From an optimization exercise on the open Yosys and OpenROAD flow, aimed at small area and a short achievable clock period; shortcuts taken in it are not production practice. Where RTL was checked, it was by simulation tests only, not by an equivalence proof against the original. The RTL of run 1 was laid out without a check of its function.

<file path="flow/design.v">
module bmul (
    input         clk,
    input  [3:0]  idx,         
    input  [9:0]  dr,
    input  [9:0]  di,
    output [17:0] out          
);
    reg [50-1:0] ctl;
    always @(*) begin
        case (idx)
            4'd0: ctl = 50'h1;
            4'd1: ctl = 50'h10a45c02c10a4;
            4'd2: ctl = 50'h155a900d01558;
            4'd3: ctl = 50'h15ba8c48555b8;
            4'd4: ctl = 50'habae58ab8ab8;
            4'd5: ctl = 50'h8571595b8854;
            4'd6: ctl = 50'hd031b9558d00;
            4'd7: ctl = 50'h2c30350a42c0;
            4'd8: ctl = 50'h3000000002;
            4'd9: ctl = 50'h5c30350a45c0;
            4'd10: ctl = 50'h29031b955a900;
            4'd11: ctl = 50'h28c71595ba8c4;
            4'd12: ctl = 50'h2e5ae58abae58;
            4'd13: ctl = 50'h315a8c4857158;
            4'd14: ctl = 50'h31ba900d031b8;
            4'd15: ctl = 50'h30345c02c3034;
            default: ctl = 50'd0;
        endcase
    end
    wire [10:0] xr = {dr[9], dr};
    wire [10:0] xi = {di[9], di};
    function [11:0] brow;
        input [2:0]  c;      
        input [10:0] x;
        reg [10:0] m;
        begin
            m = c[0] ? x : c[1] ? {x[9:0], 1'b0} : 11'd0;
            m = m ^ {11{c[2]}};
            brow = {c[2], ~m[10], m[9:0]};
        end
    endfunction
    wire [11:0] a0 = brow(ctl[4:2],   xr), a1 = brow(ctl[7:5],   xr),
                a2 = brow(ctl[10:8],  xr), a3 = brow(ctl[13:11], xr);
    wire [11:0] b0 = brow(ctl[16:14], xi), b1 = brow(ctl[19:17], xi),
                b2 = brow(ctl[22:20], xi), b3 = brow(ctl[25:23], xi);
    wire [11:0] c0 = brow(ctl[28:26], xr), c1 = brow(ctl[31:29], xr),
                c2 = brow(ctl[34:32], xr), c3 = brow(ctl[37:35], xr);
    wire [11:0] d0 = brow(ctl[40:38], xi), d1 = brow(ctl[43:41], xi),
                d2 = brow(ctl[46:44], xi), d3 = brow(ctl[49:47], xi);
    wire wr128 = ctl[0], nwi128 = ctl[1];
    wire [15:0] ra0 = {5'b01011, a0[10:0]};
    wire [15:0] ra1 = {3'b000, a1[10:0], 2'b00};
    wire [15:0] ra2 = {1'b0, a2[10:0], 4'b0000};
    wire [15:0] ra3 = {a3[9:0], 1'b0, b2[11], 1'b0, b1[11], 1'b0, b0[11]};
    wire [15:0] rb0 = {5'b00000, b0[10:0]};
    wire [15:0] rb1 = {3'b000, b1[10:0], 2'b00};
    wire [15:0] rb2 = {1'b0, b2[10:0], 4'b0000};
    wire [15:0] rb3 = {b3[9:0], 1'b0, a2[11], 1'b0, a1[11], 1'b0, a0[11]};
    wire [15:0] er  = {(wr128 ? dr[8:0] : nwi128 ? di[8:0] : 9'd0), a3[11], 6'd0};
    wire [15:0] rc0 = {5'b01011, c0[10:0]};
    wire [15:0] rc1 = {3'b000, c1[10:0], 2'b00};
    wire [15:0] rc2 = {1'b0, c2[10:0], 4'b0000};
    wire [15:0] rc3 = {c3[9:0], 1'b0, d2[11], 1'b0, d1[11], 1'b0, d0[11]};
    wire [15:0] rd0 = {5'b00000, d0[10:0]};
    wire [15:0] rd1 = {3'b000, d1[10:0], 2'b00};
    wire [15:0] rd2 = {1'b0, d2[10:0], 4'b0000};
    wire [15:0] rd3 = {d3[9:0], 1'b0, c2[11], 1'b0, c1[11], 1'b0, c0[11]};
    wire [15:0] ei  = wr128 ? {di[8:0], 7'd0}
                            : {8'd0, c3[11] & d3[11], c3[11] ^ d3[11], 6'd0};
    function [31:0] csa;     
        input [15:0] x, y, z;
        begin
            csa = {((x & y) | (x & z) | (y & z)) << 1, x ^ y ^ z};
        end
    endfunction
    wire [31:0] r1a = csa(ra0, ra1, ra2);
    wire [31:0] r1b = csa(ra3, rb0, rb1);
    wire [31:0] r1c = csa(rb2, rb3, er);
    wire [31:0] r2a = csa(r1a[15:0], r1a[31:16], r1b[15:0]);
    wire [31:0] r2b = csa(r1b[31:16], r1c[15:0], r1c[31:16]);
    wire [31:0] r3a = csa(r2a[15:0], r2a[31:16], r2b[15:0]);
    wire [31:0] r4a = csa(r3a[15:0], r3a[31:16], r2b[31:16]);
    wire [31:0] i1a = csa(rc0, rc1, rc2);
    wire [31:0] i1b = csa(rc3, rd0, rd1);
    wire [31:0] i1c = csa(rd2, rd3, ei);
    wire [31:0] i2a = csa(i1a[15:0], i1a[31:16], i1b[15:0]);
    wire [31:0] i2b = csa(i1b[31:16], i1c[15:0], i1c[31:16]);
    wire [31:0] i3a = csa(i2a[15:0], i2a[31:16], i2b[15:0]);
    wire [31:0] i4a = csa(i3a[15:0], i3a[31:16], i2b[31:16]);
    reg [15:0] rs, rc, is_, ic;
    always @(posedge clk) begin
        rs <= r4a[15:0]; rc <= r4a[31:16];
        is_ <= i4a[15:0]; ic <= i4a[31:16];
    end
    wire [15:0] re = rs + rc;
    wire [15:0] im = is_ + ic;
    assign out = {re[15:7], im[15:7]};
endmodule
module fft (
    input clk,
    input rst_n,
    input                   valid_in,
    input wire signed [8:0] FFTInRe,
    input wire signed [8:0] FFTInIm,
    output wire signed [8:0] MDCOutUpRe,
    output wire signed [8:0] MDCOutUpIm,
    output wire signed [8:0] MDCOutDownRe,
    output wire signed [8:0] MDCOutDownIm,
    output wire signed [8:0] FFTOutRe,
    output wire signed [8:0] FFTOutIm
);
    reg  [4:0] ph;
    wire [4:0] ph_n = valid_in ? ph + 5'd1 : ph;    
    wire [4:0] ph_1 = ph + 5'd1;                     
    always @(posedge clk or negedge rst_n)
        if (!rst_n) ph <= 5'd31;
        else        ph <= ph_n;
    localparam E1 = 2;       
    localparam J2 = 2;       
    wire [4:0] q_ins1 = ph_1 + 5'd1 - E1;
    wire [4:0] q_ins2 = ph_1 - 5'd24 - J2;
    wire [4:0] q_s4   = ph_1 + 5'd1;
    wire [4:0] q_s4n  = ph_n + 5'd1;
    wire [1:0] k3n    = ph_1[1:0] - 2'd1;           
    reg ins1, ins2, selr_up;
    reg sel2a_r, sel2a_i, sel3u_r, sel3u_i, sel4u_r, sel4u_i, sel5u_r, sel5u_i;
    reg k4_r, k4_i;
    reg [3:0] rdsel;
    reg [3:0] ix1;
    reg [1:0] rsa, rsb, isa, isb;    
    reg       t3m;
    always @(posedge clk or negedge rst_n)
        if (!rst_n) begin
            ins1 <= 1'b0; ins2 <= 1'b0; selr_up <= 1'b0;
            sel2a_r <= 1'b0; sel2a_i <= 1'b0; sel3u_r <= 1'b0; sel3u_i <= 1'b0;
            sel4u_r <= 1'b0; sel4u_i <= 1'b0; sel5u_r <= 1'b0; sel5u_i <= 1'b0;
            k4_r <= 1'b0; k4_i <= 1'b0;
            rdsel <= 4'd0;
            rsa <= 2'd0; rsb <= 2'd0; isa <= 2'd0; isb <= 2'd0; t3m <= 1'b0;
        end else begin
            ins1    <= q_ins1[4];                    
            ins2    <= ~q_ins2[4];                   
            selr_up <= (ph_1 >= 5'd1) && (ph_1 <= 5'd16);
            sel2a_r <= ph_1[4];                      
            sel2a_i <= ph_n[4];
            sel3u_r <= ph_1[2];                      
            sel3u_i <= ph_n[2];
            sel4u_r <= ~q_s4[1];
            sel4u_i <= ~q_s4n[1];
            sel5u_r <= ~ph_1[0];
            sel5u_i <= ~ph_n[0];
            k4_r    <= ~ph_1[0];
            k4_i    <= ~ph_n[0];
            rdsel   <= ph_1[3:0];
            t3m <= k3n[0];
            case (k3n)
                2'd0: begin rsa <= 2'b10; rsb <= 2'b00; isa <= 2'b00; isb <= 2'b10; end
                2'd1: begin rsa <= 2'b10; rsb <= 2'b10; isa <= 2'b01; isb <= 2'b10; end
                2'd2: begin rsa <= 2'b00; rsb <= 2'b10; isa <= 2'b01; isb <= 2'b00; end
                default: begin rsa <= 2'b01; rsb <= 2'b10; isa <= 2'b01; isb <= 2'b01; end
            endcase
        end
    integer i;
    reg  [17:0] s1 [0:16];
    reg  [8:0]  a_re, a_im;           
    reg  [9:0]  d_re, d_im;           
    wire [8:0]  x0_re = s1[15][17:9], x0_im = s1[15][8:0];
    wire [17:0] b_new;
    always @(posedge clk) begin
        s1[0] <= {FFTInRe, FFTInIm};
        for (i = 1; i < 17; i = i + 1)
            s1[i] <= (ins1 && i == E1) ? b_new : s1[i-1];
        a_re <= x0_re + FFTInRe;
        a_im <= x0_im + FFTInIm;
        d_re <= {x0_re[8], x0_re} - {FFTInRe[8], FFTInRe};
        d_im <= {x0_im[8], x0_im} - {FFTInIm[8], FFTInIm};
    end
    always @(posedge clk) ix1 <= ph_1[3:0];
    bmul mul1 (.clk(clk), .idx(ix1), .dr(d_re), .di(d_im), .out(b_new));
    reg  [17:0] s2 [0:7];
    wire [17:0] d_new;
    wire [8:0]  bf2_x0_re = sel2a_r ? s2[7][17:9] : s1[16][17:9];
    wire [8:0]  bf2_x1_re = sel2a_r ? a_re : s1[8][17:9];
    wire [8:0]  bf2_x0_im = sel2a_i ? s2[7][8:0] : s1[16][8:0];
    wire [8:0]  bf2_x1_im = sel2a_i ? a_im : s1[8][8:0];
    wire [8:0]  u2_re = bf2_x0_re + bf2_x1_re;
    wire [8:0]  u2_im = bf2_x0_im + bf2_x1_im;
    reg  [9:0]  d2_re, d2_im;
    reg  [2:0]  d2_k;
    always @(posedge clk) begin
        s2[0] <= {a_re, a_im};
        for (i = 1; i < 8; i = i + 1)
            s2[i] <= (ins2 && i == J2) ? d_new : s2[i-1];
        d2_re <= {bf2_x0_re[8], bf2_x0_re} - {bf2_x1_re[8], bf2_x1_re};
        d2_im <= {bf2_x0_im[8], bf2_x0_im} - {bf2_x1_im[8], bf2_x1_im};
        d2_k  <= ph[2:0];
    end
    bmul mul2 (.clk(clk), .idx({d2_k, 1'b0}), .dr(d2_re), .di(d2_im), .out(d_new));
    reg  [17:0] s3 [0:3];
    wire [8:0]  bf3_p_re = sel3u_r ? s3[3][17:9] : s2[7][17:9];
    wire [8:0]  bf3_q_re = sel3u_r ? bf2_x0_re : s2[3][17:9];
    wire [8:0]  bf3_r_re = sel3u_r ? bf2_x1_re : 9'd0;
    wire [8:0]  bf3_p_im = sel3u_i ? s3[3][8:0] : s2[7][8:0];
    wire [8:0]  bf3_q_im = sel3u_i ? bf2_x0_im : s2[3][8:0];
    wire [8:0]  bf3_r_im = sel3u_i ? bf2_x1_im : 9'd0;
    wire [8:0]  bf3_x1_re = sel3u_r ? u2_re : s2[3][17:9];
    wire [8:0]  bf3_x1_im = sel3u_i ? u2_im : s2[3][8:0];
    reg  [17:0] u3;
    reg  [17:0] x3, x3b;             
    always @(posedge clk) begin
        s3[0] <= {u2_re, u2_im};
        for (i = 1; i < 4; i = i + 1) s3[i] <= s3[i-1];
        u3[17:9] <= bf3_p_re + bf3_q_re + bf3_r_re;
        u3[8:0]  <= bf3_p_im + bf3_q_im + bf3_r_im;
        x3  <= {bf3_p_re, bf3_p_im};
        x3b <= {bf3_x1_re, bf3_x1_im};
    end
    wire [10:0] e_r  = {{2{x3[17]}},  x3[17:9]},  e_i  = {{2{x3[8]}},  x3[8:0]};
    wire [10:0] e_br = {{2{x3b[17]}}, x3b[17:9]}, e_bi = {{2{x3b[8]}}, x3b[8:0]};
    function [10:0] sgn;     
        input [1:0] s;
        input [10:0] v;
        begin
            sgn = s[1] ? v : s[0] ? ~v : 11'd0;
        end
    endfunction
    wire [10:0] t_re = sgn(rsa, e_r) + sgn({rsa[0], rsa[1]}, e_br)
                     + sgn(rsb, e_i) + sgn({rsb[0], rsb[1]}, e_bi)
                     + {10'd0, |rsa} + {10'd0, |rsb};
    wire [10:0] t_im = sgn(isa, e_r) + sgn({isa[0], isa[1]}, e_br)
                     + sgn(isb, e_i) + sgn({isb[0], isb[1]}, e_bi)
                     + {10'd0, |isa} + {10'd0, |isb};
    reg  [10:0] t3_re, t3_im;
    reg         t3_mul;
    always @(posedge clk) begin
        t3_mul <= t3m;
        t3_re  <= t_re;
        t3_im  <= t_im;
    end
    wire signed [10:0] t3_re_s = t3_re, t3_im_s = t3_im;
    wire signed [17:0] p3_re = t3_re_s * 18'sd90;
    wire signed [17:0] p3_im = t3_im_s * 18'sd90;
    reg  [17:0] v3;
    reg  [17:0] l4 [0:1];
    always @(posedge clk) begin
        v3 <= t3_mul ? {p3_re[15:7], p3_im[15:7]} : {t3_re[8:0], t3_im[8:0]};
        l4[0] <= v3;
        l4[1] <= l4[0];
    end
    reg  [17:0] s4 [0:1];
    wire [8:0]  bf4_x0_re = sel4u_r ? s4[1][17:9] : l4[1][17:9];
    wire [8:0]  bf4_x1_re = sel4u_r ? u3[17:9] : v3[17:9];
    wire [8:0]  bf4_x0_im = sel4u_i ? s4[1][8:0] : l4[1][8:0];
    wire [8:0]  bf4_x1_im = sel4u_i ? u3[8:0] : v3[8:0];
    wire [8:0]  u4_re = bf4_x0_re + bf4_x1_re;
    wire [8:0]  u4_im = bf4_x0_im + bf4_x1_im;
    wire [8:0]  v4_re = k4_r ? bf4_x0_im - bf4_x1_im : bf4_x0_re - bf4_x1_re;
    wire [8:0]  v4_im = k4_i ? bf4_x1_re - bf4_x0_re : bf4_x0_im - bf4_x1_im;
    reg  [17:0] s5;
    reg  [17:0] l5 [0:1];
    always @(posedge clk) begin
        s4[0] <= u3;
        s4[1] <= s4[0];
        s5    <= {u4_re, u4_im};
        l5[0] <= {v4_re, v4_im};
        l5[1] <= l5[0];
    end
    wire [8:0]  bf5_p_re = sel5u_r ? s5[17:9] : l5[1][17:9];
    wire [8:0]  bf5_q_re = sel5u_r ? bf4_x0_re : l5[0][17:9];
    wire [8:0]  bf5_r_re = sel5u_r ? bf4_x1_re : 9'd0;
    wire [8:0]  bf5_p_im = sel5u_i ? s5[8:0] : l5[1][8:0];
    wire [8:0]  bf5_q_im = sel5u_i ? bf4_x0_im : l5[0][8:0];
    wire [8:0]  bf5_r_im = sel5u_i ? bf4_x1_im : 9'd0;
    reg  [17:0] mu, md;
    always @(posedge clk) begin
        mu[17:9] <= bf5_p_re + bf5_q_re + bf5_r_re;
        mu[8:0]  <= bf5_p_im + bf5_q_im + bf5_r_im;
        md[17:9] <= bf5_p_re - bf5_q_re - bf5_r_re;
        md[8:0]  <= bf5_p_im - bf5_q_im - bf5_r_im;
    end
    assign MDCOutUpRe   = mu[17:9];
    assign MDCOutUpIm   = mu[8:0];
    assign MDCOutDownRe = md[17:9];
    assign MDCOutDownIm = md[8:0];
    reg  [17:0] dl [0:15];
    reg  [17:0] r  [0:23];
    reg  [17:0] fo;
    always @(posedge clk) begin
        dl[0] <= md;
        for (i = 1; i < 16; i = i + 1) dl[i] <= dl[i-1];
        r[0] <= selr_up ? mu : dl[15];
        for (i = 1; i < 24; i = i + 1) r[i] <= r[i-1];
        case (rdsel)    
            4'd0:  fo <= r[14];
            4'd1:  fo <= r[7];
            4'd2:  fo <= r[12];
            4'd3:  fo <= r[5];
            4'd4:  fo <= r[16];
            4'd5:  fo <= r[9];
            4'd6:  fo <= r[14];
            4'd7:  fo <= r[7];
            4'd8:  fo <= r[21];
            4'd9:  fo <= r[14];
            4'd10: fo <= r[19];
            4'd11: fo <= r[12];
            4'd12: fo <= r[23];
            4'd13: fo <= r[16];
            4'd14: fo <= r[21];
            default: fo <= r[14];
        endcase
    end
    assign FFTOutRe = fo[17:9];
    assign FFTOutIm = fo[8:0];
endmodule
</file>
<file path="flow/flow/run.sh">
#!/bin/bash
# Standard ORFS layout (the standard.sh, standard synthesis), with
# timing repair aimed past the 10 ns clock: repair_timing works until each
# path has SETUP_SLACK_MARGIN ns of slack.
set -euo pipefail
bash standard.sh SETUP_SLACK_MARGIN=6.5 finish > orfs_make.log 2>&1
</file>
<file path="flow/standard.sh">
#!/bin/bash
# synth_recipe.tcl (not shown) runs the flow's synth.tcl, then flattens the netlist and writes it again
# the make line also repeats each setting of config.mk as NAME=value (left out here)
make -C /OpenROAD-flow-scripts/flow DESIGN_CONFIG=/design/flow/config.mk WORK_HOME=/design/flow/orfs CLKGATE_MAP_FILE= SYNTH_SCRIPT=/design/flow/synth_recipe.tcl "${@:-finish}"
</file>
<file path="flow/config.mk">
export PLATFORM = sky130hd
export DESIGN_NAME = fft
export DESIGN_NICKNAME = fft
export VERILOG_FILES = /design/flow/design.v
export SDC_FILE = /design/flow/constraint.sdc
export NUM_CORES = 4
export LEC_CHECK = 0
export CAP_MARGIN = 20
export CORE_MARGIN = 2
export CORE_UTILIZATION = 40
export SLEW_MARGIN = 20
</file>
<file path="flow/constraint.sdc">
create_clock -name core_clock -period 10.0 [get_ports {clk}]
set_input_delay 2.0000 -clock core_clock [delete_from_list [all_inputs] [get_ports {clk}]]
set_output_delay 2.0000 -clock core_clock [all_outputs]
set_load 0.01 [all_outputs]
</file>
==> results of run 1 <==
-- registers in the layout, indices dropped and copies added, names as in the netlist, 18 cells and up --
register and count:
dl 288, fo 18, l4 36, l5 36, md 18, mu 18
mul1.ctl 29, r 432, s1 306, s2 144, s3 70, s4 36
s5 18, u3 18, v3 18, x3 18, x3b 18
-- path summary, 6_finish.rpt --
path / startpoint / end / slack [ns]
max: isb[1] / t3_re[10] / 6.18
min: s2[6][5] / s2[7][5] / 0.29
max reg2reg: isb[1] / t3_re[10] / 6.18
min reg2reg: s2[6][5] / s2[7][5] / 0.29
max in group asynchronous: rst_n / sel4u_r / 7.97
min in group asynchronous: rst_n / sel3u_i / 1.64
-- metrics by stage --
| step | cell area (um^2) | utilization [%] | std cells | worst slack, ns |
|---|---|---|---|---|
| finish | 77020 | 46.21 | 8360 | 6.183 |
| global route | 77010 | 46.21 | 8358 | 6.062 |
| CTS | 76490 | 45.89 | 8331 | 6.127 |
| detailed placement | 69950 | 41.97 | 7993 | 5.296 |
| global placement | 69940 | 41.97 | 7993 | 5.374 |
| floorplan | 67020 | - | 5902 | 6.268 |
-- timing repair --
action                                  CTS  global route
gates cloned                              1             1
gates resized for setup                 258           114
pin swaps                                21            22
endpoints found under the setup margin  199           112
setup buffers                            30            26
-- logic make-up after synthesis --
kind of cell	share of synthesized area [%]
DFF	52.43
and+or+nand+nor	6.859
buffers and inverters	4.940
AOI/OAI and AO/OA	8.197
adders and majority gates	18.84
xor gates and xnor gates	5.777
muxes	2.954
-- routing by layer --
layer  share of wire, %  GRT usage (%)  vias to the layer above
met2                 49          28.67                      848
met3                4.1          2.756                      250
met1                 44          21.22                    19230
met5             0.0078              0                        -
met4                2.8          5.524                        2
li1                   -              -                    19240
-- cell usage in the layout (no fill, tap or decap), drive strengths merged, types with 12 or more instances in the layout --
cell type,count
bufinv,17
a21oi,162
a31oi,21
nor2,257
ha,375
clkinv,56
a211oi,13
a22oi,81
a221oi,28
clkbuf,224
clkinvlp,17
a22o,25
dfrtp,17
o21bai,25
or3,16
inv,648
a21boi,40
and3,20
mux2,109
nand2b,49
clkdlybuf4s15,31
mux2i,75
nand3,40
xor2,114
o21ai,276
clkdlybuf4s50,20
a21o,63
a41oi,18
nand4,12
buf,100
fa,396
nor2b,69
o21a,15
xnor2,325
dlygate4sd2,17
and2,26
nor3,49
nand2,453
dfxtp,1726
-- cell type report --
cell class                      count  area, um^2
Antenna cell                        2       5.005
Clock buffer                      218        4599
Clock inverter                     89        1256
Fill cell                       15290       89640
Inverter                          647        2460
Multi-Input combinational cell   3276       29100
Sequential cell                  1748       35280
Tap cell                         2204        2758
Timing Repair Buffer              174        1549
Timing Repair inverter              2       12.51
-- critical path: cells and delay by family (launching register included) --
kind	cells	cell delay [ns]
compound gates	6	0.97
simple gates	3	0.71
fa+ha+maj	4	1.48
flops	1	0.50
buf+inv	1	0.05
==> run_results.csv, run 1 <==
group,metric,value,unit
run_status,outcome,"complete, no violations",
detailed_routing,drc,0,
flow_run,drv_cap,0,
logic_synthesis,synth_fp_nets,6694,
logic_synthesis,synth_top_area_cell,"dfxtp_1",
detailed_routing,drt_iter0_markers,2231,
sta,finalCriticalPeriod,3.817,ns
floorplan,die_x,413.2,um
floorplan,die_height,413.2,um
critical_path,cp_max_fo,4,
place,io_buffers,74,
logic_synthesis,synthTopCellsByCount,"dfxtp_1, inv_1, nand2_1",
final_layout,nets,6806,
detailed_routing,ant_nets,0,
sta,maxSlewHeadroom,49.89,%
cts,cts_inserted_buffers,165,
critical_path,worst-setup-path-type,"reg2reg",
logic_synthesis,synth.distinct_cells,77,
sta,period_share,38.17,%
floorplan,initial_core_util,40.18,%
detailed_routing,wl_per_cell,16.92,um
sta,finClkSkew,0.05516,ns
cts,cts.clk_slew.worst_paths,0.06,ns
grt,antenna_found_initial,2,
detailed_routing,vias_per_cell,4.733,
critical_path,path_cells,"nand2b_4 > nor2_4 > a21oi_2 > fa_1 > inv_1 > fa_1 > ha_2 > fa_2 > a21o_1 > a21oi_2 > o21ai_2 > or4_4 > a2111o_1 > o211a_1",
detailed_routing,dr.pass1.iters,5,
floorplan,num_rows,150,
grt,overflow,0,
logic_synthesis,yosysWarnings,10,
logic_synthesis,synthArstFlopShare,1.259,%
cts,ctsHtreeMaxLevel,4,
logic_synthesis,yosysMostFrequentCell,"dfxtp_1",
logic_synthesis,ys_dominant_reg_cell,"dfxtp_1",
logic_synthesis,synth_area_leaders,"dfxtp_1, fa_1, ha_1",
logic_synthesis,netlist_area,0.06697,mm^2
sta,grt_setup_unrepaired,"true",
detailed_routing,wirelength,141.5,mm
cts,cts_sinks,1748,
logic_synthesis,synth_seq_cells,1748,
critical_path,cp.arrival,4.50,ns
grt,grt_pass1_wl,222.1,mm
logic_synthesis,synth_edf_count,0,
sta,slew_violations,0,
logic_synthesis,netlist_instances,5902,
logic_synthesis,syn_avg_cell_area,11.35,um^2
place,dp_hpwl,101.4,mm
detailed_routing,vias,39570,
floorplan,core-area,0.1667,mm^2
cts,clockBufferDepth,3,
grt,track_usage,16.68,%
min_path,min_delay_path_depth,0,
critical_path,end_kind,"flop",
sta,setup-tns-final,0,ns
logic_synthesis,yosys.area.top_type_share,51.60,%
critical_path,rr_worst_depth,14,
sta,worst_slew_pin_slew,0.7308,ns
grt,grt_max_degree,61,
sta,setup_violations,0,
sta,hold_violations,0,
floorplan,die-area,0.1707,mm^2
place,place_congestion,0.8674,
cts,ctsHoldBuffers,0,
logic_synthesis,synth_seq_area_share,52.43,%
cts,cts_tree,"yes",
critical_path,startpoint_type,"flop",
cts,cts_root_buf,"clkbuf_16",
cts,clk_latency,0.81,ns
min_path,hold_class,"reg2reg",
grt,first_global_vias,40020,
critical_path,slowest_delay,0.50,ns
floorplan,io_pins,75,
critical_path,slowest_stage,"dfrtp_4",
final_layout,area_growth,15.01,%
critical_path,cp.required,10.69,ns
sta,max_freq,262.0,MHz
sta,whs,0.2864,ns
final_layout,drive_gt1_share,11.72,%
==> run 2: changes to the inputs <==
--- a/flow/design.v
+++ b/flow/design.v
@@ -203,20 +203,21 @@
     wire [8:0]  bf3_p_im = sel3u_i ? s3[3][8:0] : s2[7][8:0];
     wire [8:0]  bf3_q_im = sel3u_i ? bf2_x0_im : s2[3][8:0];
     wire [8:0]  bf3_r_im = sel3u_i ? bf2_x1_im : 9'd0;
-    wire [8:0]  bf3_x1_re = sel3u_r ? u2_re : s2[3][17:9];
-    wire [8:0]  bf3_x1_im = sel3u_i ? u2_im : s2[3][8:0];
+    wire ov2_re = sel3u_r & (bf2_x0_re[8] ~^ bf2_x1_re[8]) & (u2_re[8] ^ bf2_x0_re[8]);
+    wire ov2_im = sel3u_i & (bf2_x0_im[8] ~^ bf2_x1_im[8]) & (u2_im[8] ^ bf2_x0_im[8]);
+    wire [9:0]  dd3_re = {bf3_p_re[8], bf3_p_re} - {bf3_q_re[8], bf3_q_re} - {bf3_r_re[8], bf3_r_re};
+    wire [9:0]  dd3_im = {bf3_p_im[8], bf3_p_im} - {bf3_q_im[8], bf3_q_im} - {bf3_r_im[8], bf3_r_im};
     reg  [17:0] u3;
-    reg  [17:0] x3, x3b;             
+    reg  [9:0]  d3_re, d3_im;
     always @(posedge clk) begin
         s3[0] <= {u2_re, u2_im};
         for (i = 1; i < 4; i = i + 1) s3[i] <= s3[i-1];
         u3[17:9] <= bf3_p_re + bf3_q_re + bf3_r_re;
         u3[8:0]  <= bf3_p_im + bf3_q_im + bf3_r_im;
-        x3  <= {bf3_p_re, bf3_p_im};
-        x3b <= {bf3_x1_re, bf3_x1_im};
+        d3_re <= dd3_re ^ {ov2_re, 9'd0};
+        d3_im <= dd3_im ^ {ov2_im, 9'd0};
     end
-    wire [10:0] e_r  = {{2{x3[17]}},  x3[17:9]},  e_i  = {{2{x3[8]}},  x3[8:0]};
-    wire [10:0] e_br = {{2{x3b[17]}}, x3b[17:9]}, e_bi = {{2{x3b[8]}}, x3b[8:0]};
+    wire [10:0] e_r = {d3_re[9], d3_re}, e_i = {d3_im[9], d3_im};
     function [10:0] sgn;     
         input [1:0] s;
         input [10:0] v;
@@ -224,12 +225,8 @@
             sgn = s[1] ? v : s[0] ? ~v : 11'd0;
         end
     endfunction
-    wire [10:0] t_re = sgn(rsa, e_r) + sgn({rsa[0], rsa[1]}, e_br)
-                     + sgn(rsb, e_i) + sgn({rsb[0], rsb[1]}, e_bi)
-                     + {10'd0, |rsa} + {10'd0, |rsb};
-    wire [10:0] t_im = sgn(isa, e_r) + sgn({isa[0], isa[1]}, e_br)
-                     + sgn(isb, e_i) + sgn({isb[0], isb[1]}, e_bi)
-                     + {10'd0, |isa} + {10'd0, |isb};
+    wire [10:0] t_re = sgn(rsa, e_r) + sgn(rsb, e_i) + {10'd0, rsa[0]} + {10'd0, rsb[0]};
+    wire [10:0] t_im = sgn(isa, e_r) + sgn(isb, e_i) + {10'd0, isa[0]} + {10'd0, isb[0]};
     reg  [10:0] t3_re, t3_im;
     reg         t3_mul;
     always @(posedge clk) begin
@@ -237,9 +234,9 @@
         t3_re  <= t_re;
         t3_im  <= t_im;
     end
-    wire signed [10:0] t3_re_s = t3_re, t3_im_s = t3_im;
-    wire signed [17:0] p3_re = t3_re_s * 18'sd90;
-    wire signed [17:0] p3_im = t3_im_s * 18'sd90;
+    wire [15:0] w3_re = {{5{t3_re[10]}}, t3_re}, w3_im = {{5{t3_im[10]}}, t3_im};
+    wire [15:0] p3_re = (w3_re << 6) + (w3_re << 4) + (w3_re << 3) + (w3_re << 1);
+    wire [15:0] p3_im = (w3_im << 6) + (w3_im << 4) + (w3_im << 3) + (w3_im << 1);
     reg  [17:0] v3;
     reg  [17:0] l4 [0:1];
     always @(posedge clk) begin
==> flow/flow/run.sh (replaced) <==
#!/bin/bash
# Standard ORFS layout through the standard.sh (standard synthesis and
# steps), with timing repair aimed past the 10 ns clock: repair_timing keeps
# working until each path has SETUP_SLACK_MARGIN ns of slack.  make's full
# output goes to orfs_make.log here; each ORFS step also logs under orfs/logs.
set -euo pipefail
bash standard.sh SETUP_SLACK_MARGIN=6.6 finish > orfs_make.log 2>&1
==> run 2 against run 1 <==
Final area shrank 1.8%. Hold slack improved by 0.025 ns. Synthesized area decreased by 2.1%. Still clean. Highest routed layer unchanged. Largest cell class unchanged.
==> run_results.csv, run 2 <==
group,metric,value,unit
run_status,outcome,"complete, no violations",
min_path,min_delay_path_depth,0,
detailed_routing,vias_per_cell,4.650,
sta,hold_violations,0,
logic_synthesis,yosysMostFrequentCell,"dfxtp_1",
logic_synthesis,synthMuxAreaShare,2.911,%
detailed_routing,dr.pass1.iters,6,
final_layout,design_area,0.07564,mm^2
final_layout,final_cell_mix,"dfxtp_1, inv_1, nand2_1",
sta,slew_violations,0,
cts,cts_inserted_buffers,169,
flow_run,drv_cap,0,
critical_path,path_cells,"buf_12 > buf_4 > buf_4 > mux2i_2 > inv_1 > nand2_1 > inv_1 > fa_1 > ha_1 > a21oi_1 > o21ai_0 > xnor2_1",
detailed_routing,wirelength,137.0,mm
final_layout,final_common_cell,"dfxtp_1",
cts,cts.clk_slew.worst_paths,0.07,ns
grt,first_global_vias,39000,
grt,antenna_found_initial,1,
place,place_congestion,0.8984,
place,place_area,0.06850,mm^2
floorplan,initial_core_util,40.27,%
detailed_routing,wl_per_cell,16.76,um
floorplan,die_x,408.8,um
logic_synthesis,netlist_area,0.06555,mm^2
min_path,worstHoldStart,"dl[0][6]",
place,io_buffers,74,
final_layout,largest-register,"r",
sta,period_share,33.34,%
detailed_routing,vias,38010,
critical_path,cp_num_cells,12,
critical_path,regToRegSetupSlack,6.67,ns
final_layout,largest_reg_flops,432,
critical_path,startpoint_type,"flop",
critical_path,slowest_stage,"fa_1",
cts,cts_tree,"yes",
logic_synthesis,synth.distinct_cells,72,
logic_synthesis,synth_xor_area_share,6.213,%
logic_synthesis,synth_seq_cells,1730,
floorplan,num_rows,148,
grt,grt_max_degree,61,
place,dp_hpwl,96.65,mm
final_layout,area_growth,15.39,%
critical_path,cp.required,10.68,ns
sta,maxSlewHeadroom,48.15,%
critical_path,cp.arrival,4.01,ns
cts,cts_root_buf,"clkbuf_16",
logic_synthesis,synth_area_leaders,"dfxtp_1, fa_1, ha_1",
min_path,holdPathEnd,"dl[1][6]",
grt,use_met3,2.940,%
critical_path,worst-setup-path-type,"reg2reg",
critical_path,slowest_delay,0.51,ns
critical_path,reg2reg_from,"sel2a_i",
final_layout,nets,6624,
logic_synthesis,netlist_instances,5730,
grt,track_usage,16.26,%
min_path,hold_class,"reg2reg",
sta,setup-tns-final,0,ns
logic_synthesis,synthArstFlopShare,1.272,%
sta,finClkSkew,0.02491,ns
sta,setup_violations,0,
logic_synthesis,synth_edf_count,0,
sta,grt_setup_unrepaired,"true",
cts,cts_sinks,1730,
grt,met1_usage,20.28,%
floorplan,die-area,0.1671,mm^2
grt,globalRoute.busiestLayer,"met2",
critical_path,rr_worst_depth,12,
final_layout,top_regs,"r: 432 flops, s1: 306 flops, dl: 288 flops",
critical_path,cp_max_fo,7,
cts,clk_latency,0.80,ns
cts,ctsHtreeMaxLevel,4,
cts,ctsHoldBuffers,0,
logic_synthesis,yosys.area_share.simple,5.583,%
logic_synthesis,synthAdderAreaFrac,18.48,%
logic_synthesis,synth_fp_nets,6493,
final_layout,drive_gt1_share,12.13,%
floorplan,io_pins,75,
logic_synthesis,ys_dominant_reg_cell,"dfxtp_1",
logic_synthesis,synthTopCellsByCount,"dfxtp_1, inv_1, nand2_1",
logic_synthesis,yosys.area.top_type_share,52.17,%
critical_path,rr_endpoint,"d3_im[8]",
detailed_routing,ant_nets,0,
logic_synthesis,synth_compound_area_share,8.527,%
critical_path,critical_path_buf_inv_count,5,
detailed_routing,drt_iter0_markers,2334,
logic_synthesis,synth_seq_area_share,53.02,%
critical_path,end_kind,"flop",
grt,grt_pass1_wl,213.3,mm
critical_path,crit_family,"adder cells",
logic_synthesis,syn_avg_cell_area,11.44,um^2
detailed_routing,drc,0,
grt,overflow,0,
logic_synthesis,synth_top_family_by_area,"adder cells",
grt,grt_use_met2,27.29,%
logic_synthesis,synth_top_area_cell,"dfxtp_1",
logic_synthesis,yosysWarnings,10,
sta,finalCriticalPeriod,3.334,ns
cts,clockBufferDepth,3,
sta,worst_slew_pin_slew,0.7767,ns
floorplan,core-area,0.1628,mm^2
floorplan,die_height,408.8,um
sta,max_freq,299.9,MHz
-- run 2: cell count changes in the layout (fill, tap and decap cells not counted), moves of 24 or more --
cell	change
buf_2	+37
dfxtp_1	-24
inv_1	+44
mux2_2	-35
nor2_1	-96
nor3_1	-27
xnor2_1	+24
-- run 2: layer usage --
metal / up-vias / routed length, um / part of all wire [%]
met1: 18260 / 59640 / 44
met4: 2 / 6092 / 4.4
met2: 868 / 64930 / 47
met3: 309 / 6294 / 4.6
met5: - / 14 / 0.010
li1: 18570 / - / -
-- run 2: cell families after synthesis --
logic type	Yosys count
XOR/XNOR	465
multiplexers	178
adder cells (fa/ha/maj)	742
AO/OA/AOI/OAI	878
flip-flops	1730
buffers and inverters	910
AND/OR/NAND/NOR	827
-- run 2: what timing repair did --
item / in CTS / in global routing
pin swaps: 4 / 41
resized for setup: 349 / 143
gates cloned: 4 / 4
buffers inserted: 21 / 38
endpoints found under the setup margin: 202 / 105
-- run 2: worst max-delay path by stage --
stage	startpoint	end
4_1_cts	d2_im[2]	mul2.rs[9]
3_3_place_gp	mul1.ctl[47]	mul1.is_[9]
2_1_floorplan	FFTInIm[0]	d_im[8]
6_report	sel2a_i	d3_im[8]
3_5_place_dp	mul2.ctl[44]	mul2.rs[9]
5_1_grt	isb[0]	t3_im[10]
-- run 2: per-stage QoR --
| stage | setup WS (ns) | instances | hold WS, ns | utilization, % |
|---|---|---|---|---|
| 2_1_floorplan | 6.496 | 5730 | 0.3096 | - |
| 3_3_place_gp | 5.735 | 7798 | 0.3097 | 42.08 |
| 3_5_place_dp | 5.647 | 7798 | 0.3121 | 42.08 |
| 4_1_cts | 6.553 | 8128 | 0.3136 | 45.94 |
| 5_1_grt | 6.433 | 8170 | 0.3155 | 46.46 |
| 6_report | 6.666 | 8173 | 0.3118 | 46.47 |
-- run 2: cell type report --
class,count,area [um^2]
Antenna cell,3,7.507
Clock buffer,224,4696
Clock inverter,81,1099
Fill cell,14710,87130
Inverter,687,2603
Multi-Input combinational cell,3091,27860
Sequential cell,1730,34960
Tap cell,2175,2721
Timing Repair Buffer,182,1689
==> run 3: changes to the inputs <==
--- a/flow/design.v
+++ b/flow/design.v
@@ -79,21 +79,21 @@
     wire [31:0] r2a = csa(r1a[15:0], r1a[31:16], r1b[15:0]);
     wire [31:0] r2b = csa(r1b[31:16], r1c[15:0], r1c[31:16]);
     wire [31:0] r3a = csa(r2a[15:0], r2a[31:16], r2b[15:0]);
-    wire [31:0] r4a = csa(r3a[15:0], r3a[31:16], r2b[31:16]);
     wire [31:0] i1a = csa(rc0, rc1, rc2);
     wire [31:0] i1b = csa(rc3, rd0, rd1);
     wire [31:0] i1c = csa(rd2, rd3, ei);
     wire [31:0] i2a = csa(i1a[15:0], i1a[31:16], i1b[15:0]);
     wire [31:0] i2b = csa(i1b[31:16], i1c[15:0], i1c[31:16]);
     wire [31:0] i3a = csa(i2a[15:0], i2a[31:16], i2b[15:0]);
-    wire [31:0] i4a = csa(i3a[15:0], i3a[31:16], i2b[31:16]);
-    reg [15:0] rs, rc, is_, ic;
+    reg [15:0] ra, rb, rcc, ia, ib, icc;
     always @(posedge clk) begin
-        rs <= r4a[15:0]; rc <= r4a[31:16];
-        is_ <= i4a[15:0]; ic <= i4a[31:16];
+        ra <= r3a[15:0]; rb <= r3a[31:16]; rcc <= r2b[31:16];
+        ia <= i3a[15:0]; ib <= i3a[31:16]; icc <= i2b[31:16];
     end
-    wire [15:0] re = rs + rc;
-    wire [15:0] im = is_ + ic;
+    wire [31:0] r4a = csa(ra, rb, rcc);
+    wire [31:0] i4a = csa(ia, ib, icc);
+    wire [15:0] re = r4a[15:0] + r4a[31:16];
+    wire [15:0] im = i4a[15:0] + i4a[31:16];
     assign out = {re[15:7], im[15:7]};
 endmodule
 module fft (
==> flow/flow/run.sh (replaced) <==
#!/bin/bash
# Standard ORFS layout through the standard.sh (standard synthesis and
# steps) with these changes to how it is optimised:
#  - timing repair aims past the 10 ns clock: repair_timing keeps working
#    until each path has SETUP_SLACK_MARGIN ns of slack, and may resize cells
#    to any footprint (MATCH_CELL_FOOTPRINT=0);
#  - the port buffers are buf_4 rather than the default delay-type buffer;
#  - clock tree sinks are clustered in larger groups (fewer leaf buffers).
# make's full output goes to orfs_make.log here; each ORFS step also writes
# its own log under orfs/logs.
set -euo pipefail
bash standard.sh SETUP_SLACK_MARGIN=6.7 MATCH_CELL_FOOTPRINT=0 \
  "BUFFER_PORTS_ARGS=-buffer_cell sky130_fd_sc_hd__buf_4" \
  CTS_CLUSTER_SIZE=30 CTS_CLUSTER_DIAMETER=100 \
  finish > orfs_make.log 2>&1
==> run 3 against run 2 <==
Synthesized area is 1.1% higher. Still clean on timing, DRC and antenna. Final area shrank 3.7%. Register-to-register slack better by 0.04 ns. Non-clock buffer count up 5. Critical path depth increased by 2. Clock-buffer cell count fell by 142.
==> run_results.csv, run 3 <==
group,metric,value,unit
cts,clockBufferDepth,3,
critical_path,end_kind,"flop",
cts,cts_root_buf,"clkbuf_16",
final_layout,area_growth,9.985,%
detailed_routing,vias,36840,
place,place_area,0.06909,mm^2
final_layout,top_regs,"r: 432 flops, s1: 306 flops, dl: 288 flops",
detailed_routing,ant_nets,0,
critical_path,reg2reg_from,"t3_im[2]",
sta,setup-tns-final,0,ns
floorplan,die_x,410.9,um
critical_path,crit_family,"adder cells",
critical_path,cp.arrival,3.90,ns
floorplan,die_height,410.9,um
flow_run,drv_cap,0,
sta,max_freq,303.7,MHz
cts,ctsHtreeMaxLevel,3,
grt,antenna_found_initial,3,
cts,cts_inserted_buffers,73,
final_layout,largest-register,"r",
floorplan,initial_core_util,40.19,%
detailed_routing,dr.pass1.iters,6,
logic_synthesis,synthArstFlopShare,1.235,%
detailed_routing,drt_iter0_markers,2006,
sta,worst_slew_pin_slew,0.9506,ns
final_layout,largest_reg_flops,432,
sta,period_share,32.93,%
critical_path,cp.required,10.61,ns
logic_synthesis,synth_seq_cells,1782,
final_layout,fillers,15260,
logic_synthesis,synth_area_leaders,"dfxtp_1, fa_1, ha_1",
final_layout,design_area,0.07285,mm^2
final_layout,final_cell_mix,"dfxtp_1, inv_1, nand2_1",
logic_synthesis,netlist_area,0.06624,mm^2
final_layout,nets,6483,
logic_synthesis,ys_dominant_reg_cell,"dfxtp_1",
grt,grt_max_degree,61,
min_path,worstHoldStart,"dl[13][0]",
logic_synthesis,yosysWarnings,10,
cts,clk_latency,0.74,ns
detailed_routing,wl_per_cell,16.68,um
logic_synthesis,yosys.area.top_type_share,53.19,%
floorplan,num_rows,149,
logic_synthesis,syn_avg_cell_area,11.67,um^2
critical_path,startpoint_type,"flop",
detailed_routing,drc,0,
sta,finClkSkew,0.03978,ns
final_layout,drive_gt1_share,10.04,%
sta,maxSlewHeadroom,36.39,%
critical_path,worstSetupStartpoint,"t3_im[2]",
grt,overflow,0,
critical_path,cp_common_cell,"a21oi_2",
min_path,hold_class,"reg2reg",
logic_synthesis,synth_edf_count,0,
cts,cts_sinks,1782,
place,io_buffers,74,
logic_synthesis,synth_seq_area_share,54.03,%
place,dp_hpwl,95.20,mm
logic_synthesis,synth_fp_nets,6439,
logic_synthesis,yosysMostFrequentCell,"dfxtp_1",
critical_path,slowest_stage,"fa_1",
floorplan,die-area,0.1689,mm^2
logic_synthesis,synthTopCellsByCount,"dfxtp_1, inv_1, fa_1, nand2_1, ha_1",
critical_path,path_cells,"inv_4 > fa_1 > inv_1 > fa_1 > ha_1 > a41oi_2 > o21bai_2 > a21oi_2 > nor2b_2 > a311oi_2 > a21oi_2 > a21oi_2 > xnor2_1 > mux2i_1",
grt,grt_pass1_wl,208.4,mm
detailed_routing,wirelength,132.4,mm
cts,cts_tree,"yes",
logic_synthesis,synth.distinct_cells,71,
critical_path,cp_max_fo,4,
logic_synthesis,synth_top_area_cell,"dfxtp_1",
grt,first_global_vias,37650,
place,place_congestion,0.8626,
critical_path,worst-setup-path-type,"reg2reg",
sta,hold_violations,0,
critical_path,slowest_delay,0.54,ns
critical_path,critical_path_buf_inv_count,2,
floorplan,io_pins,75,
run_status,outcome,"complete, no violations",
sta,slew_violations,0,
grt,track_usage,15.64,%
final_layout,final_common_cell,"dfxtp_1",
detailed_routing,vias_per_cell,4.641,
sta,finalCriticalPeriod,3.293,ns
sta,grt_setup_unrepaired,"true",
logic_synthesis,netlist_instances,5676,
floorplan,core-area,0.1648,mm^2
sta,setup_violations,0,
cts,cts.clk_slew.worst_paths,0.11,ns
## run 3: cell type report
type                    instances  area [um^2]  area share [%]
multi-input cells            3027        27820           38.18
repair buffers                187         1687           2.315
clock buffers                  82         1891           2.595
diodes                          2        5.005        0.006870
inverters                     649         2456           3.371
clock inverters                19        346.6          0.4757
flip-flops and latches       1782        35910           49.29
well taps                    2189         2739           3.759
## run 3: metal layers
layer  wire (um)  GRT usage (%)  vias to the layer above  share of wire (%)
met5          39              0                        -              0.029
met4        4186          4.812                        6                3.2
met3        5584          2.619                      206                4.2
met2       62530          26.19                      678                 47
met1       60060          20.66                    17900                 45
li1            -              -                    18040                  -
## run 3: per-stage QoR
stage / instances / setup WS (ns) / hold slack, ns / utilization, %
finish: 7937 / 6.707 / 0.3184 / 44.21
global route: 7935 / 6.504 / 0.3182 / 44.20
CTS: 7882 / 6.540 / 0.3093 / 43.60
detailed placement: 7759 / 6.129 / 0.3121 / 41.92
global placement: 7759 / 6.169 / 0.3095 / 41.92
floorplan: 5676 / 6.490 / 0.3096 / -
## run 3: cell families after synthesis
group | count (synthesis) | synth area share (%)
multiplexers | 186 | 3.007
buffers and inverters | 868 | 4.960
XOR/XNOR | 466 | 6.162
AO/OA/AOI/OAI | 834 | 8.209
adder cells (fa/ha/maj) | 742 | 18.29
flip-flops | 1782 | 54.03
AND/OR/NAND/NOR | 798 | 5.342
## run 3: worst paths after layout
kind | to | slack [ns] | depth (start not counted)
max | v3[8] | 6.71 | 14
min | dl[14][0] | 0.32 | 0
max reg2reg | v3[8] | 6.71 | 14
min reg2reg | dl[14][0] | 0.32 | 0
max in group asynchronous | isb[1] | 8.46 | 1
min in group asynchronous | ins2 | 1.19 | 1
## run 3: timing repair
action | 4_1_cts | 5_1_grt
endpoints found under the hold margin | 0 | 0
cloned | 1 | 4
pin swaps | 16 | 33
hold buffers | 0 | 0
buffers inserted | 21 | 49
gates resized for setup | 127 | 128
endpoints found under the setup margin | 154 | 85
==> run 4: changes to the inputs <==
--- a/flow/flow/run.sh
+++ b/flow/flow/run.sh
@@ -11,5 +11,5 @@
 set -euo pipefail
 bash standard.sh SETUP_SLACK_MARGIN=6.7 MATCH_CELL_FOOTPRINT=0 \
   "BUFFER_PORTS_ARGS=-buffer_cell sky130_fd_sc_hd__buf_4" \
-  CTS_CLUSTER_SIZE=30 CTS_CLUSTER_DIAMETER=100 \
+  CTS_CLUSTER_SIZE=25 CTS_CLUSTER_DIAMETER=80 \
   finish > orfs_make.log 2>&1
==> run 4 against run 3 <==
Final area up 1.4%. Sequential cell count unchanged. Synthesized area unchanged. First-iteration DRC count down 0.30%. Register-to-register slack about the same. Critical path type unchanged.
==> run_results.csv, run 4 <==
group,metric,value,unit
run_status,outcome,"complete, no violations",
place,dp_hpwl,95.20,mm
cts,cts_root_buf,"clkbuf_16",
logic_synthesis,syn_avg_cell_area,11.67,um^2
floorplan,core-area,0.1648,mm^2
critical_path,reg2reg_from,"t3_re[2]",
min_path,hold_class,"reg2reg",
final_layout,fillers,15140,
logic_synthesis,synth_edf_count,0,
sta,finalCriticalPeriod,3.285,ns
floorplan,die_height,410.9,um
floorplan,io_pins,75,
sta,slew_violations,0,
critical_path,worst-setup-path-type,"reg2reg",
cts,cts_tree,"yes",
logic_synthesis,ys_dominant_reg_cell,"dfxtp_1",
final_layout,final_cell_mix,"dfxtp_1, inv_1, nand2_1",
logic_synthesis,yosys.area.top_type_share,53.19,%
place,io_buffers,74,
grt,grt_use_met2,26.30,%
detailed_routing,dr.pass1.iters,6,
grt,globalRoute.busiestLayer,"met2",
cts,clk_latency,0.77,ns
final_layout,largest-register,"r",
grt,grt_max_degree,61,
grt,use_met3,2.905,%
floorplan,initial_core_util,40.19,%
critical_path,worstSetupStartpoint,"t3_re[2]",
detailed_routing,drt_iter0_markers,2000,
sta,worst_slew_pin_slew,0.9246,ns
grt,grt_pass1_wl,209.9,mm
critical_path,rr_endpoint,"v3[17]",
grt,overflow,0,
final_layout,drive_gt1_share,10.89,%
final_layout,finalNonFillerCells,7978,
floorplan,num_rows,149,
grt,met1_usage,20.60,%
cts,ctsHtreeMaxLevel,3,
logic_synthesis,netlist_area,0.06624,mm^2
critical_path,regToRegSetupSlack,6.71,ns
logic_synthesis,synth_seq_cells,1782,
logic_synthesis,yosysMostFrequentCell,"dfxtp_1",
final_layout,nets,6503,
logic_synthesis,yosysWarnings,10,
sta,whs,0.3106,ns
logic_synthesis,synth_seq_area_share,54.03,%
logic_synthesis,netlist_instances,5676,
final_layout,multi_input_area,0.02782,mm^2
final_layout,top_regs,"r: 432 flops, s1: 306 flops, dl: 288 flops",
logic_synthesis,synth_fp_nets,6439,
critical_path,rr_worst_depth,14,
cts,cts_inserted_buffers,95,
final_layout,final_common_cell,"dfxtp_1",
detailed_routing,vias,37030,
critical_path,cp.arrival,3.93,ns
sta,setup_violations,0,
sta,hold_violations,0,
cts,clockBufferDepth,3,
cts,ctsHoldBuffers,0,
critical_path,endpoint,"v3[17]",
place,place_worst_setup_slack,6.129,ns
critical_path,startpoint_type,"flop",
logic_synthesis,synth_area_leaders,"dfxtp_1, fa_1, ha_1",
floorplan,die-area,0.1689,mm^2
floorplan,die_x,410.9,um
logic_synthesis,synthTopCellsByCount,"dfxtp_1, inv_1, fa_1, nand2_1, ha_1",
logic_synthesis,synthArstFlopShare,1.235,%
sta,period_share,32.85,%
cts,cts_sinks,1782,
final_layout,final_util,44.82,%
sta,maxSlewHeadroom,38.27,%
detailed_routing,ant_nets,0,
detailed_routing,vias_per_cell,4.641,
grt,first_global_vias,37880,
logic_synthesis,synth_top_area_cell,"dfxtp_1",
critical_path,end_kind,"flop",
final_layout,largest_reg_flops,432,
sta,finClkSkew,0.04153,ns
place,place_congestion,0.8626,
place,dp.cells,7759,
final_layout,area_growth,11.51,%
sta,max_freq,304.4,MHz
detailed_routing,drc,0,
flow_run,drv_cap,0,
grt,track_usage,15.76,%
critical_path,cp.required,10.64,ns
critical_path,cp_max_fo,3,
sta,setup-tns-final,0,ns
detailed_routing,wirelength,133.0,mm
final_layout,seq_area,0.03593,mm^2
grt,antenna_found_initial,3,
cts,cts.clk_slew.worst_paths,0.10,ns
detailed_routing,wl_per_cell,16.68,um
sta,grt_setup_unrepaired,"true",
logic_synthesis,synth.distinct_cells,71,
sta,layout_setup_ws,6.715,ns
[run 4: cell counts after synthesis]
No cell type changed its count.
[run 4: cell families (layout without fill, tap and decap cells)]
family                     Yosys count  after routing  share of synthesized area [%]
DFF                               1782           1782                          54.03
adders and majority gates          742            742                          18.29
and+or+nand+nor                    798            799                          5.342
other                                0              3                              0
buffers and inverters              868            977                          4.960
AOI/OAI and AO/OA                  834            834                          8.209
xor gates and xnor gates           466            466                          6.162
muxes                              186            186                          3.007
[run 4: cell type report]
class | instances | share of cell area (%)
diodes | 3 | 0.01016
clock buffers | 104 | 3.318
clock inverters | 39 | 0.9842
inverters | 649 | 3.330
multi-input cells | 3027 | 37.66
flip-flops and latches | 1782 | 48.64
well taps | 2189 | 3.708
repair buffers | 184 | 2.343
repair inverters | 1 | 0.006776
[run 4: critical path, cell delays in order, from the launching register on]
cell and delay (ns):
dfxtp_2 0.37, inv_4 0.05, fa_1 0.52, inv_1 0.05
fa_1 0.45, ha_1 0.31, a41oi_2 0.18, o21bai_2 0.11
a21oi_2 0.19, nor2b_2 0.07, a311oi_2 0.37, a21oi_2 0.13
a21oi_2 0.15, xnor2_1 0.12, mux2i_1 0.08
[run 4: per-stage QoR]
stage	instance area [um^2]
floorplan	66350
global placement	69090
detailed placement	69090
CTS	72940
global route	73860
finish	73860
[run 4: how the worst min path moves through the flow]
| stage | start | end | depth (start not counted) |
|---|---|---|---|
| 2_1_floorplan | dl[9][0] | dl[10][0] | 0 |
| 3_3_place_gp | s1[12][15] | s1[13][15] | 0 |
| 3_5_place_dp | r[20][16] | r[21][16] | 0 |
| 4_1_cts | s2[0][10] | s2[1][10] | 0 |
| 5_1_grt | s1[13][8] | s1[14][8] | 0 |
| 6_report | dl[5][2] | dl[6][2] | 0 |
[run 4: layer usage]
metal | up-vias | routed length, um | part of all wire [%]
li1 | 18120 | - | -
met1 | 17960 | 60220 | 45
met2 | 700 | 62310 | 47
met3 | 241 | 6121 | 4.6
met4 | 6 | 4341 | 3.3
met5 | - | 46 | 0.035
[run 4: timing repair]
item / CTS / global route
setup buffers: 24 / 44
gates resized for setup: 170 / 124
pin swaps: 17 / 36
gates cloned: 0 / 5
endpoints found under the setup margin: 174 / 88

==> what the ideal ports hide <==
The results above use ideal ports. As a check the final layouts listed here were re-extracted and re-timed, cells and wires unchanged.
Step 1 (the two cells are an assumption about what drives the block):
set clk [get_ports {clk}]
set_driving_cell -lib_cell sky130_fd_sc_hd__clkbuf_16 $clk
set_driving_cell -lib_cell sky130_fd_sc_hd__buf_2 [delete_from_list [all_inputs] $clk]
Step 2 also shifts input and output timing later by t, the mid clock arrival at the registers, as if the neighbouring blocks saw the same clock.
Three values: ideal ports, drivers, drivers and shift; two values: the first two.
run	t (ns)	setup WS [ns]	hold slack, ns	worst setup path at the end
run 1	0.851	6.183 / 6.183 / 5.778	0.286 / 0.286 / 0.286	input to register
run 2	0.866	6.666 / 6.596 / 5.867	0.312 / 0.312 / 0.312	input to register
run 3	0.794	6.707 / 6.686 / 6.134	0.318 / 0.318 / 0.318	input to register
run 4	0.828	6.715 / 6.659 / 6.119	0.311 / 0.311 / 0.311	input to register
After both steps every run listed still meets setup and hold. For run 2, which loses most, drivers alone change the setup slack by -0.070 ns; drivers and shift together by -0.799 ns.
